This design comes from an exercise in tuning for small area, a short achievable clock period and few clock cycles per item on the open sky130 flow, not from production work.
In this exercise RTL edits were held to simulation tests only and were not proved equivalent to the original.
No activity file was given, so power comes from the tool's default toggle rates.

==> inputs of job 3000 <==
// filter
module filter(
        input clock,
        input reset,
        input start,
        output reg done,
        input  [15:0] data_in,
        output reg [15:0] data_out
    );
    reg [15:0] h0, h1, h2, h3, h4, h5, h6;
    reg [23:0] p0, p1;
    genvar gi;
    wire [8:0] ld, hold;
    wire [111:0] hq = {h6, h5, h4, h3, h2, h1, h0};
    wire [111:0] hn = {h5, h4, h3, h2, h1, h0, data_in};
    wire [111:0] hd;
    generate
        for (gi = 0; gi < 9; gi = gi + 1) begin : sel
            selgen g (start, reset, ld[gi], hold[gi]);
        end
        for (gi = 0; gi < 112; gi = gi + 1) begin : hsel
            ao22 m (ld[gi / 16], hn[gi], hold[gi / 16], hq[gi], hd[gi]);
        end
    endgenerate
    always @(posedge clock)
        {h6, h5, h4, h3, h2, h1, h0} <= hd;
    reg  [16:0] pc;    
    wire pca_1, pca_2;
    ha pca_1_c (h0[0], h3[0], pca_1, pca_2);
    wire pca_3, pca_4;
    ha pca_3_c (h0[1], h3[1], pca_3, pca_4);
    wire pca_5, pca_6;
    ha pca_5_c (h0[2], h3[2], pca_5, pca_6);
    wire pca_7, pca_8;
    ha pca_7_c (h0[3], h3[3], pca_7, pca_8);
    wire pca_9, pca_10;
  ...
clock: 10.0 ns
lec_check: 0
cap_margin: 20
core_margin: 2
core_utilization: 60
slew_margin: 20
synth_hierarchical: 1
standard.sh (not shown) runs the stock make flow with config.mk's settings and CLKGATE_MAP_FILE= SYNTH_SCRIPT=/design/flow/synth_recipe.tcl, a recipe that flattens the netlist after the stock synthesis.
==> flow/flow/run.sh <==
#!/bin/bash
# Standard ORFS layout (the standard.sh) with changes only to how it is
# optimised: ports are buffered with a plain buffer instead of the default
# delay-buffer cell, and timing repair is asked for more setup margin than the
# 10 ns clock needs, so that it works on the achieved period.
set -euo pipefail
bash standard.sh SETUP_SLACK_MARGIN=7.0 "BUFFER_PORTS_ARGS=-buffer_cell sky130_fd_sc_hd__buf_4" "CTS_ARGS=-sink_clustering_enable -repair_clock_nets -sink_clustering_size 24 -sink_clustering_max_diameter 100 -distance_between_buffers 1000 -branching_point_buffers_distance 1000" finish > orfs_make.log 2>&1
==> job 1612: changes against job 3000 <==
==> flow/flow/run.sh (replaced) <==
#!/bin/bash
# Standard ORFS layout (the standard.sh) with changes only to how it is
# optimised: ports are buffered with a plain buffer instead of the default
# delay-buffer cell, and timing repair is asked for more setup margin than the
# 10 ns clock needs, so that it works on the achieved period.
set -euo pipefail
bash standard.sh SETUP_SLACK_MARGIN=7.0 "BUFFER_PORTS_ARGS=-buffer_cell sky130_fd_sc_hd__buf_4" finish > orfs_make.log 2>&1
--- a/flow/config.mk
+++ b/flow/config.mk
@@ -9,4 +9,7 @@
 export CORE_MARGIN = 2
 export CORE_UTILIZATION = 60
+export CTS_CLUSTER_DIAMETER = 100
+export CTS_CLUSTER_SIZE = 24
+export PLACE_DENSITY = 0.8
 export SLEW_MARGIN = 20
 export SYNTH_HIERARCHICAL = 1
==> job 8773: changes against job 3000 <==
==> flow/flow/run.sh (replaced) <==
#!/bin/bash
# Standard ORFS layout (the standard.sh) with changes only to how it is
# optimised: ports are buffered with a plain buffer instead of the default
# delay-buffer cell, and timing repair is asked for more setup margin than the
# 10 ns clock needs, so that it works on the achieved period.
set -euo pipefail
bash standard.sh SETUP_SLACK_MARGIN=7.05 "BUFFER_PORTS_ARGS=-buffer_cell sky130_fd_sc_hd__buf_4" finish > orfs_make.log 2>&1
--- a/flow/config.mk
+++ b/flow/config.mk
@@ -8,5 +8,7 @@
 export CAP_MARGIN = 20
 export CORE_MARGIN = 2
-export CORE_UTILIZATION = 60
+export CORE_UTILIZATION = 70
+export CTS_CLUSTER_DIAMETER = 100
+export CTS_CLUSTER_SIZE = 24
 export SLEW_MARGIN = 20
 export SYNTH_HIERARCHICAL = 1
==> job 2180: changes against job 3000 <==
==> flow/flow/run.sh (replaced) <==
#!/bin/bash
# Standard ORFS layout (the standard.sh) with changes only to how it is
# optimised: ports are buffered with a plain buffer instead of the default
# delay-buffer cell, and timing repair is asked for more setup margin than the
# 10 ns clock needs, so that it works on the achieved period.
set -euo pipefail
bash standard.sh SETUP_SLACK_MARGIN=7.0 "BUFFER_PORTS_ARGS=-buffer_cell sky130_fd_sc_hd__buf_4" finish > orfs_make.log 2>&1
--- a/flow/config.mk
+++ b/flow/config.mk
@@ -9,4 +9,6 @@
 export CORE_MARGIN = 2
 export CORE_UTILIZATION = 60
+export CTS_CLUSTER_DIAMETER = 100
+export CTS_CLUSTER_SIZE = 30
 export SLEW_MARGIN = 20
 export SYNTH_HIERARCHICAL = 1
==> notes <==
- Fmax, lowest first: job 2180, job 8773, job 1612, job 3000.
- Between job 3000 and job 1612, the lower setup slack is in job 1612 (gap 0.0090 ns).
- Sequential cell count is the same in job 2180 and job 8773.
- In job 3000 the clock-buffer cell count is higher than in job 1612, by 1.
==> figures <==
item                                                       job 2180  job 8773  job 1612  job 3000
Outcome                                    timing/DRC/antenna clean  timing/DRC/antenna clean  timing/DRC/antenna clean  timing/DRC/antenna clean
Endpoint arrival time on the critical path                  0.97 ns   0.97 ns   0.96 ns   0.95 ns
Minimum period implied by the final worst setup slack       2.97 ns   2.97 ns   2.96 ns   2.95 ns
Final worst slack                                           7.03 ns   7.03 ns   7.04 ns   7.05 ns
Sequential share of cell area                                 0.342     0.342     0.341     0.341
Number of global-route vias before repair                      7575      7411      7236      7576
GPL Wtd Cong                                                  0.834     0.898     0.888     0.834
Clock insertion delay at the later pin of the skew report   0.48 ns   0.47 ns   0.48 ns   0.47 ns
Static power due to leakage                                 6.49 nW   6.54 nW   6.50 nW   6.50 nW
Cell-internal power                                         1.54 mW   1.60 mW   1.59 mW   1.57 mW
Testbench counts of job 3000, summed over its fixed seeds: cycles 2,064, samples 2,048.
Testbench counts of job 1612, summed over its fixed seeds: cycles 2,064, samples 2,048.
Testbench counts of job 8773, summed over its fixed seeds: cycles 2,064, samples 2,048.
Testbench counts of job 2180, summed over its fixed seeds: cycles 2,064, samples 2,048.

## what the ideal ports hide
Ports are ideal in the flow. The routed layouts listed here were re-timed in OpenROAD. Step 1 assumes that a clkbuf_16 drives the clock port and a buf_2 every other input. Step 2, shift: input delay + t, output delay - t, t = (earliest + latest rising clock arrival at the registers) / 2. This alone moves slack from input paths to output paths. Slacks: ideal / step 1 / step 2; pairs: ideal / step 1.
| run | t (ns) | setup slack, ns | hold WS [ns] | worst setup path at the end | worst register clock-pin slew, ns |
|---|---|---|---|---|---|
| job 3000 | 0.508 | 7.051 / 7.008 / 6.759 | 0.416 / 0.416 / 0.416 | input to register | 0.10 / 0.10 |
| job 1612 | 0.512 | 7.042 / 6.997 / 6.625 | 0.367 / 0.367 / 0.367 | input to register | 0.10 / 0.10 |
| job 8773 | 0.516 | 7.031 / 6.985 / 6.706 | 0.366 / 0.366 / 0.366 | input to register | 0.10 / 0.10 |
| job 2180 | 0.510 | 7.030 / 6.986 / 6.602 | 0.432 / 0.432 / 0.432 | input to register | 0.12 / 0.12 |
After both steps every run listed still meets setup and hold. For job 2180, which loses most, drivers alone change the setup slack by -0.044 ns; drivers and shift together by -0.428 ns.
